Background: an optimization exercise with open tools, aiming at small area and a short achievable clock period. Do not read the settings as production practice.
RTL that was checked went through simulation tests only; none was proved equivalent to the original.
Power and IR drop assume default switching activity.

==> run Y <==
==> flow/design.v (excerpt) <==
module mult_man (
  input clk, input rstn, input data_rdy,
  input [16:0] mult1_signed, input [16:0] mult2_signed,
  output [31:0] res, output [33:0] res_signed, output res_rdy, output [32:0] res_final);
  wire v0 = data_rdy;
  wire w1;
  mult_nor2 u2 (.y(w1), .a(mult1_signed[1]), .b(mult1_signed[0]));
  wire w3;
  mult_nor2 u4 (.y(w3), .a(mult1_signed[3]), .b(mult1_signed[2]));
  wire w5;
  mult_nor2 u6 (.y(w5), .a(mult1_signed[5]), .b(mult1_signed[4]));
  wire w7;
  mult_nor2 u8 (.y(w7), .a(mult1_signed[7]), .b(mult1_signed[6]));
  wire w9;
  mult_nor2 u10 (.y(w9), .a(mult1_signed[9]), .b(mult1_signed[8]));
  wire w11;
  mult_nor2 u12 (.y(w11), .a(mult1_signed[11]), .b(mult1_signed[10]));
  wire w13;
  mult_nor2 u14 (.y(w13), .a(mult1_signed[13]), .b(mult1_signed[12]));
  wire w15;
  mult_nor2 u16 (.y(w15), .a(mult1_signed[15]), .b(mult1_signed[14]));
  wire w17;
  mult_orpn u18 (.y(w17), .a(mult1_signed[2]), .b(w1));
  wire w19;
  mult_nand2 u20 (.y(w19), .a(w3), .b(w1));
  wire w21;
  mult_orpn u22 (.y(w21), .a(mult1_signed[6]), .b(w5));
  wire w23;
  mult_nand2 u24 (.y(w23), .a(w7), .b(w5));
  wire w25;
  mult_orpn u26 (.y(w25), .a(mult1_signed[10]), .b(w9));
  wire w27;
  mult_nand2 u28 (.y(w27), .a(w11), .b(w9));
  wire w29;
  mult_orpn u30 (.y(w29), .a(mult1_signed[14]), .b(w13));
  wire w31;
  mult_nand2 u32 (.y(w31), .a(w15), .b(w13));
  wire w33;
  mult_nor2 u34 (.y(w33), .a(mult1_signed[4]), .b(w19));
  wire w35;
  mult_orpn u36 (.y(w35), .a(w19), .b(w5));
  wire w37;
  mult_nor2 u38 (.y(w37), .a(w21), .b(w19));
  wire w39;
  mult_nor2 u40 (.y(w39), .a(w23), .b(w19));
  wire w41;
  mult_nor2 u42 (.y(w41), .a(mult1_signed[12]), .b(w27));
  wire w43;
  mult_orpn u44 (.y(w43), .a(w27), .b(w13));
  wire w45;
  mult_nor2 u46 (.y(w45), .a(w29), .b(w27));
  wire w47;
  mult_nor2 u48 (.y(w47), .a(w31), .b(w27));
  wire w49;
  mult_orpn u50 (.y(w49), .a(mult1_signed[8]), .b(w39));
  wire w51;
  mult_nand2 u52 (.y(w51), .a(w9), .b(w39));
  wire w53;
  mult_orpn u54 (.y(w53), .a(w25), .b(w39));
  wire w55;
  mult_orpn u56 (.y(w55), .a(w27), .b(w39));
  wire w57;
  mult_nand2 u58 (.y(w57), .a(w41), .b(w39));
  wire w59;
  mult_orpn u60 (.y(w59), .a(w43), .b(w39));
  wire w61;
  ...
Settings: LEC_CHECK=0, ABC_CLOCK_PERIOD_IN_PS=2000, CAP_MARGIN=20, CORE_MARGIN=2, CORE_UTILIZATION=40, SETUP_SLACK_MARGIN=2.3, SLEW_MARGIN=20, SYNTH_HIERARCHICAL=1, TNS_END_PERCENT=0; clock period 4.5 ns.
standard.sh (not shown) runs the stock make flow with config.mk's settings and CLKGATE_MAP_FILE= SYNTH_SCRIPT=/design/flow/synth_recipe.tcl, a recipe that flattens the netlist after the stock synthesis.
==> flow/flow/run.sh <==
#!/bin/bash
# The standard layout (standard.sh), with one change: the port buffers that buffer_ports
# inserts are sky130_fd_sc_hd__buf_2 cells (later resized as needed) instead of the delay cell
# buffer_ports picks by itself. Every input and output port still gets its buffer.
set -euo pipefail
bash standard.sh 'BUFFER_PORTS_ARGS=-buffer_cell sky130_fd_sc_hd__buf_2' finish > standard_flow.log 2>&1
==> inputs of run H, as changes to run Y <==
--- a/flow/design.v
+++ b/flow/design.v
@@ -2,16 +2,17 @@
    assign s  = a ^ b ^ ci;
    assign co = (a & b) | (a & ci) | (b & ci);
 endmodule
 module mult_ha (input a, input b, output s, output co);               
    assign s  = a ^ b;
    assign co = a & b;
 endmodule
-module mult_buf (input a, output y);
-   assign y = a;
+module mult_han (input a, input b, output s, output co);              
+   assign s  = a ^ b;
+   assign co = ~(a | b);
 endmodule
 module mult_inv (input a, output y);
    assign y = ~a;
 endmodule
 module mult_nand2 (input a, input b, output y);
    assign y = ~(a & b);
 endmodule
@@ -1158,54 +1159,45 @@
   reg p2_c29_0; always @(posedge clk) p2_c29_0 <= s1043;
   reg p2_c29_1; always @(posedge clk) p2_c29_1 <= c1140;
   reg p2_c30_0; always @(posedge clk) p2_c30_0 <= w669;
   reg p2_c30_1; always @(posedge clk) p2_c30_1 <= c1044;
   reg p2_n_0; always @(posedge clk) p2_n_0 <= p1_n_0;
   reg v2; always @(posedge clk or negedge rstn) if (!rstn) v2 <= 1'b0; else v2 <= v1;
   wire s1142, c1143;
-  assign s1142 = p2_c11_0 ^ p2_c11_1;
-  mult_nor2 u1144 (.a(p2_c11_0), .b(p2_c11_1), .y(c1143));
+  mult_han u1144 (.a(p2_c11_0), .b(p2_c11_1), .s(s1142), .co(c1143));
   wire s1145, c1146;
-  assign s1145 = p2_c12_0 ^ p2_c12_1;
-  mult_nor2 u1147 (.a(p2_c12_0), .b(p2_c12_1), .y(c1146));
+  mult_han u1147 (.a(p2_c12_0), .b(p2_c12_1), .s(s1145), .co(c1146));
   wire s1148, c1149;
-  assign s1148 = p2_c13_0 ^ p2_c13_1;
-  mult_nor2 u1150 (.a(p2_c13_0), .b(p2_c13_1), .y(c1149));
+  mult_han u1150 (.a(p2_c13_0), .b(p2_c13_1), .s(s1148), .co(c1149));
   wire s1151, c1152;
-  assign s1151 = p2_c14_0 ^ p2_c14_1;
-  mult_nor2 u1153 (.a(p2_c14_0), .b(p2_c14_1), .y(c1152));
+  mult_han u1153 (.a(p2_c14_0), .b(p2_c14_1), .s(s1151), .co(c1152));
   wire s1154, c1155;
   mult_cell u1156 (.a(p2_c15_0), .b(p2_c15_1), .ci(p2_c15_2), .s(s1154), .co(c1155));
   wire s1157, c1158;
-  assign s1157 = p2_c15_3 ^ p2_c15_4;
-  mult_nor2 u1159 (.a(p2_c15_3), .b(p2_c15_4), .y(c1158));
+  mult_han u1159 (.a(p2_c15_3), .b(p2_c15_4), .s(s1157), .co(c1158));
   wire s1160, c1161;
   mult_cell u1162 (.a(p2_c16_0), .b(p2_c16_1), .ci(p2_c16_2), .s(s1160), .co(c1161));
   wire s1163, c1164;
-  assign s1163 = p2_c16_3 ^ p2_c16_4;
-  mult_nor2 u1165 (.a(p2_c16_3), .b(p2_c16_4), .y(c1164));
+  mult_han u1165 (.a(p2_c16_3), .b(p2_c16_4), .s(s1163), .co(c1164));
   wire s1166, c1167;
   mult_cell u1168 (.a(p2_c17_0), .b(p2_c17_1), .ci(p2_c17_2), .s(s1166), .co(c1167));
   wire s1169, c1170;
   mult_cell u1171 (.a(p2_c17_3), .b(p2_c17_4), .ci(p2_c17_5), .s(s1169), .co(c1170));
   wire s1172, c1173;
   mult_cell u1174 (.a(p2_c18_0), .b(p2_c18_1), .ci(p2_c18_2), .s(s1172), .co(c1173));
   wire s1175, c1176;
   mult_cell u1177 (.a(p2_c19_0), .b(p2_c19_1), .ci(p2_c19_2), .s(s1175), .co(c1176));
   wire s1178, c1179;
   mult_cell u1180 (.a(p2_c20_0), .b(p2_c20_1), .ci(p2_c20_2), .s(s1178), .co(c1179));
   wire s1181, c1182;
-  assign s1181 = p2_c8_0 ^ p2_c8_1;
-  mult_nor2 u1183 (.a(p2_c8_0), .b(p2_c8_1), .y(c1182));
+  mult_han u1183 (.a(p2_c8_0), .b(p2_c8_1), .s(s1181), .co(c1182));
   wire s1184, c1185;
-  assign s1184 = p2_c9_0 ^ p2_c9_1;
-  mult_nor2 u1186 (.a(p2_c9_0), .b(p2_c9_1), .y(c1185));
+  mult_han u1186 (.a(p2_c9_0), .b(p2_c9_1), .s(s1184), .co(c1185));
   wire s1187, c1188;
-  assign s1187 = p2_c10_0 ^ p2_c10_1;
-  mult_nor2 u1189 (.a(p2_c10_0), .b(p2_c10_1), .y(c1188));
+  mult_han u1189 (.a(p2_c10_0), .b(p2_c10_1), .s(s1187), .co(c1188));
   wire s1190, c1191;
   mult_cell u1192 (.a(p2_c11_2), .b(p2_c11_3), .ci(p2_c11_4), .s(s1190), .co(c1191));
   wire i1193;
   mult_inv u1194 (.a(c1143), .y(i1193));
   wire s1195, c1196;
   mult_cell u1197 (.a(p2_c12_2), .b(p2_c12_3), .ci(i1193), .s(s1195), .co(c1196));
   wire i1198;
@@ -1237,22 +1229,19 @@
   wire s1233, c1234;
   mult_cell u1235 (.a(p2_c22_0), .b(p2_c22_1), .ci(p2_c22_2), .s(s1233), .co(c1234));
   wire s1236, c1237;
   mult_cell u1238 (.a(p2_c23_0), .b(p2_c23_1), .ci(p2_c23_2), .s(s1236), .co(c1237));
   wire s1239, c1240;
   mult_cell u1241 (.a(p2_c24_0), .b(p2_c24_1), .ci(p2_c24_2), .s(s1239), .co(c1240));
   wire s1242, c1243;
-  assign s1242 = p2_c5_0 ^ p2_c5_1;
-  mult_nor2 u1244 (.a(p2_c5_0), .b(p2_c5_1), .y(c1243));
+  mult_han u1244 (.a(p2_c5_0), .b(p2_c5_1), .s(s1242), .co(c1243));
   wire s1245, c1246;
-  assign s1245 = p2_c6_0 ^ p2_c6_1;
-  mult_nor2 u1247 (.a(p2_c6_0), .b(p2_c6_1), .y(c1246));
+  mult_han u1247 (.a(p2_c6_0), .b(p2_c6_1), .s(s1245), .co(c1246));
   wire s1248, c1249;
-  assign s1248 = p2_c7_0 ^ p2_c7_1;
-  mult_nor2 u1250 (.a(p2_c7_0), .b(p2_c7_1), .y(c1249));
+  mult_han u1250 (.a(p2_c7_0), .b(p2_c7_1), .s(s1248), .co(c1249));
   wire i1251;
   mult_inv u1252 (.a(s1181), .y(i1251));
   wire s1253, c1254;
   mult_cell u1255 (.a(p2_c8_2), .b(p2_c8_3), .ci(i1251), .s(s1253), .co(c1254));
   wire i1256;
   mult_inv u1257 (.a(p2_c9_2), .y(i1256));
   wire s1258, c1259;
==> flow/run.sh (new file) <==
#!/bin/bash
# synth_recipe.tcl (not shown) runs the flow's synth.tcl, then flattens the netlist and writes it again
# the make line also repeats each setting of config.mk as NAME=value (left out here)
make -C /OpenROAD-flow-scripts/flow DESIGN_CONFIG=/design/flow/config.mk WORK_HOME=/design/flow/orfs CLKGATE_MAP_FILE= SYNTH_SCRIPT=/design/flow/synth_recipe.tcl finish
--- a/flow/config.mk
+++ b/flow/config.mk
@@ -5,11 +5,12 @@
 export SDC_FILE = /design/flow/constraint.sdc
 export NUM_CORES = 4
 export LEC_CHECK = 0
 export ABC_CLOCK_PERIOD_IN_PS = 2000
 export CAP_MARGIN = 20
 export CORE_MARGIN = 2
 export CORE_UTILIZATION = 40
-export SETUP_SLACK_MARGIN = 2.3
+export GPL_TIMING_DRIVEN = 1
+export SETUP_SLACK_MARGIN = 2.4
 export SLEW_MARGIN = 20
 export SYNTH_HIERARCHICAL = 1
 export TNS_END_PERCENT = 0
removed: flow/flow/run.sh
removed: flow/standard.sh
==> inputs of run K, as changes to run Y <==
--- a/flow/design.v
+++ b/flow/design.v
@@ -2,16 +2,17 @@
    assign s  = a ^ b ^ ci;
    assign co = (a & b) | (a & ci) | (b & ci);
 endmodule
 module mult_ha (input a, input b, output s, output co);               
    assign s  = a ^ b;
    assign co = a & b;
 endmodule
-module mult_buf (input a, output y);
-   assign y = a;
+module mult_han (input a, input b, output s, output co);              
+   assign s  = a ^ b;
+   assign co = ~(a | b);
 endmodule
 module mult_inv (input a, output y);
    assign y = ~a;
 endmodule
 module mult_nand2 (input a, input b, output y);
    assign y = ~(a & b);
 endmodule
@@ -1158,54 +1159,45 @@
   reg p2_c29_0; always @(posedge clk) p2_c29_0 <= s1043;
   reg p2_c29_1; always @(posedge clk) p2_c29_1 <= c1140;
   reg p2_c30_0; always @(posedge clk) p2_c30_0 <= w669;
   reg p2_c30_1; always @(posedge clk) p2_c30_1 <= c1044;
   reg p2_n_0; always @(posedge clk) p2_n_0 <= p1_n_0;
   reg v2; always @(posedge clk or negedge rstn) if (!rstn) v2 <= 1'b0; else v2 <= v1;
   wire s1142, c1143;
-  assign s1142 = p2_c11_0 ^ p2_c11_1;
-  mult_nor2 u1144 (.a(p2_c11_0), .b(p2_c11_1), .y(c1143));
+  mult_han u1144 (.a(p2_c11_0), .b(p2_c11_1), .s(s1142), .co(c1143));
   wire s1145, c1146;
-  assign s1145 = p2_c12_0 ^ p2_c12_1;
-  mult_nor2 u1147 (.a(p2_c12_0), .b(p2_c12_1), .y(c1146));
+  mult_han u1147 (.a(p2_c12_0), .b(p2_c12_1), .s(s1145), .co(c1146));
   wire s1148, c1149;
-  assign s1148 = p2_c13_0 ^ p2_c13_1;
-  mult_nor2 u1150 (.a(p2_c13_0), .b(p2_c13_1), .y(c1149));
+  mult_han u1150 (.a(p2_c13_0), .b(p2_c13_1), .s(s1148), .co(c1149));
   wire s1151, c1152;
-  assign s1151 = p2_c14_0 ^ p2_c14_1;
-  mult_nor2 u1153 (.a(p2_c14_0), .b(p2_c14_1), .y(c1152));
+  mult_han u1153 (.a(p2_c14_0), .b(p2_c14_1), .s(s1151), .co(c1152));
   wire s1154, c1155;
   mult_cell u1156 (.a(p2_c15_0), .b(p2_c15_1), .ci(p2_c15_2), .s(s1154), .co(c1155));
   wire s1157, c1158;
-  assign s1157 = p2_c15_3 ^ p2_c15_4;
-  mult_nor2 u1159 (.a(p2_c15_3), .b(p2_c15_4), .y(c1158));
+  mult_han u1159 (.a(p2_c15_3), .b(p2_c15_4), .s(s1157), .co(c1158));
   wire s1160, c1161;
   mult_cell u1162 (.a(p2_c16_0), .b(p2_c16_1), .ci(p2_c16_2), .s(s1160), .co(c1161));
   wire s1163, c1164;
-  assign s1163 = p2_c16_3 ^ p2_c16_4;
-  mult_nor2 u1165 (.a(p2_c16_3), .b(p2_c16_4), .y(c1164));
+  mult_han u1165 (.a(p2_c16_3), .b(p2_c16_4), .s(s1163), .co(c1164));
   wire s1166, c1167;
   mult_cell u1168 (.a(p2_c17_0), .b(p2_c17_1), .ci(p2_c17_2), .s(s1166), .co(c1167));
   wire s1169, c1170;
   mult_cell u1171 (.a(p2_c17_3), .b(p2_c17_4), .ci(p2_c17_5), .s(s1169), .co(c1170));
   wire s1172, c1173;
   mult_cell u1174 (.a(p2_c18_0), .b(p2_c18_1), .ci(p2_c18_2), .s(s1172), .co(c1173));
   wire s1175, c1176;
   mult_cell u1177 (.a(p2_c19_0), .b(p2_c19_1), .ci(p2_c19_2), .s(s1175), .co(c1176));
   wire s1178, c1179;
   mult_cell u1180 (.a(p2_c20_0), .b(p2_c20_1), .ci(p2_c20_2), .s(s1178), .co(c1179));
   wire s1181, c1182;
-  assign s1181 = p2_c8_0 ^ p2_c8_1;
-  mult_nor2 u1183 (.a(p2_c8_0), .b(p2_c8_1), .y(c1182));
+  mult_han u1183 (.a(p2_c8_0), .b(p2_c8_1), .s(s1181), .co(c1182));
   wire s1184, c1185;
-  assign s1184 = p2_c9_0 ^ p2_c9_1;
-  mult_nor2 u1186 (.a(p2_c9_0), .b(p2_c9_1), .y(c1185));
+  mult_han u1186 (.a(p2_c9_0), .b(p2_c9_1), .s(s1184), .co(c1185));
   wire s1187, c1188;
-  assign s1187 = p2_c10_0 ^ p2_c10_1;
-  mult_nor2 u1189 (.a(p2_c10_0), .b(p2_c10_1), .y(c1188));
+  mult_han u1189 (.a(p2_c10_0), .b(p2_c10_1), .s(s1187), .co(c1188));
   wire s1190, c1191;
   mult_cell u1192 (.a(p2_c11_2), .b(p2_c11_3), .ci(p2_c11_4), .s(s1190), .co(c1191));
   wire i1193;
   mult_inv u1194 (.a(c1143), .y(i1193));
   wire s1195, c1196;
   mult_cell u1197 (.a(p2_c12_2), .b(p2_c12_3), .ci(i1193), .s(s1195), .co(c1196));
   wire i1198;
@@ -1237,22 +1229,19 @@
   wire s1233, c1234;
   mult_cell u1235 (.a(p2_c22_0), .b(p2_c22_1), .ci(p2_c22_2), .s(s1233), .co(c1234));
   wire s1236, c1237;
   mult_cell u1238 (.a(p2_c23_0), .b(p2_c23_1), .ci(p2_c23_2), .s(s1236), .co(c1237));
   wire s1239, c1240;
   mult_cell u1241 (.a(p2_c24_0), .b(p2_c24_1), .ci(p2_c24_2), .s(s1239), .co(c1240));
   wire s1242, c1243;
-  assign s1242 = p2_c5_0 ^ p2_c5_1;
-  mult_nor2 u1244 (.a(p2_c5_0), .b(p2_c5_1), .y(c1243));
+  mult_han u1244 (.a(p2_c5_0), .b(p2_c5_1), .s(s1242), .co(c1243));
   wire s1245, c1246;
-  assign s1245 = p2_c6_0 ^ p2_c6_1;
-  mult_nor2 u1247 (.a(p2_c6_0), .b(p2_c6_1), .y(c1246));
+  mult_han u1247 (.a(p2_c6_0), .b(p2_c6_1), .s(s1245), .co(c1246));
   wire s1248, c1249;
-  assign s1248 = p2_c7_0 ^ p2_c7_1;
-  mult_nor2 u1250 (.a(p2_c7_0), .b(p2_c7_1), .y(c1249));
+  mult_han u1250 (.a(p2_c7_0), .b(p2_c7_1), .s(s1248), .co(c1249));
   wire i1251;
   mult_inv u1252 (.a(s1181), .y(i1251));
   wire s1253, c1254;
   mult_cell u1255 (.a(p2_c8_2), .b(p2_c8_3), .ci(i1251), .s(s1253), .co(c1254));
   wire i1256;
   mult_inv u1257 (.a(p2_c9_2), .y(i1256));
   wire s1258, c1259;
==> flow/run.sh (new file) <==
#!/bin/bash
# synth_recipe.tcl (not shown) runs the flow's synth.tcl, then flattens the netlist and writes it again
# the make line also repeats each setting of config.mk as NAME=value (left out here)
make -C /OpenROAD-flow-scripts/flow DESIGN_CONFIG=/design/flow/config.mk WORK_HOME=/design/flow/orfs CLKGATE_MAP_FILE= SYNTH_SCRIPT=/design/flow/synth_recipe.tcl finish
==> flow/config.mk (replaced) <==
export PLATFORM = sky130hd
export DESIGN_NAME = mult_man
export DESIGN_NICKNAME = mult_man
export VERILOG_FILES = /design/flow/design.v
export SDC_FILE = /design/flow/constraint.sdc
export NUM_CORES = 4
export LEC_CHECK = 0
export ABC_CLOCK_PERIOD_IN_PS = 2000
export CAP_MARGIN = 20
export CORE_MARGIN = 2
export CORE_UTILIZATION = 60
export PLACE_DENSITY = 0.75
export SETUP_SLACK_MARGIN = 2.4
export SLEW_MARGIN = 20
export SYNTH_HIERARCHICAL = 1
export TNS_END_PERCENT = 0
removed: flow/flow/run.sh
removed: flow/standard.sh
==> comparison table <==
item	run H	run K	run Y
Result of the run	finished clean	finished clean	finished clean
Largest net degree at the start of global routing	69	38	46
Combinational gate power	0.00633 W	0.00643 W	0.00629 W
Data arrival time at the worst-slack endpoint	2720 ps	2750 ps	2680 ps
Met3 layer wire length in the routed design	2.49 mm	2.65 mm	3.30 mm
Clock network fraction of design power	18.6%	17.7%	18.2%
Power attributed to the clock group	0.00239 W	0.00226 W	0.00231 W
Vias in the first global route	10200	10100	10100
Total routing usage reported by global routing	17.0%	23.9%	16.8%
Clk Latency, worst-skew pair	540 ps	530 ps	550 ps
Ratio of cells with drive above 1 in the final layout	13.8%	12.8%	24.6%
DR WL met2	14.6 mm	14.6 mm	14.5 mm
Inverter count	70	70	46
Area delta synth->final	19.1%	17.1%	18.4%
Number of core rows	71	58	71
Final worst hold slack	327 ps	327 ps	324 ps
Leakage	7.46 nW	7.30 nW	7.32 nW
Final routed wirelength across all metal layers	32.5 mm	30.8 mm	33.3 mm
Max Freq	0.434 GHz	0.427 GHz	0.443 GHz
No functional check of the RTL was part of run H and run K.

re-timing with driven ports:
How much do the figures lean on ideal ports? The routed layouts below were timed once more, with nothing changed but the port constraints. Step 1 (the two cells are an assumption about what drives the block):
set clk [get_ports {clk}]
set_driving_cell -lib_cell sky130_fd_sc_hd__clkbuf_16 $clk
set_driving_cell -lib_cell sky130_fd_sc_hd__buf_2 [delete_from_list [all_inputs] $clk]
Step 2 moves the port delays by t, midway between the first and last clock arrival at a register: inputs arrive t later, outputs are due t later. That takes back most of the time a late clock gives input paths. Three values: ideal ports, drivers, drivers and shift; two values: the first two.
run | t (ns) | slack for setup (ns) | cell pins on the clock port's net
run Y | 0.589 | 2.245 / 2.245 / 2.245 | 1
run H | 0.583 | 2.198 / 2.161 / 1.965 | 1
run K | 0.573 | 2.159 / 2.150 / 1.990 | 1
After both steps every run listed still meets setup and hold. For run H, which loses most, drivers alone change the setup slack by -0.037 ns; drivers and shift together by -0.233 ns.
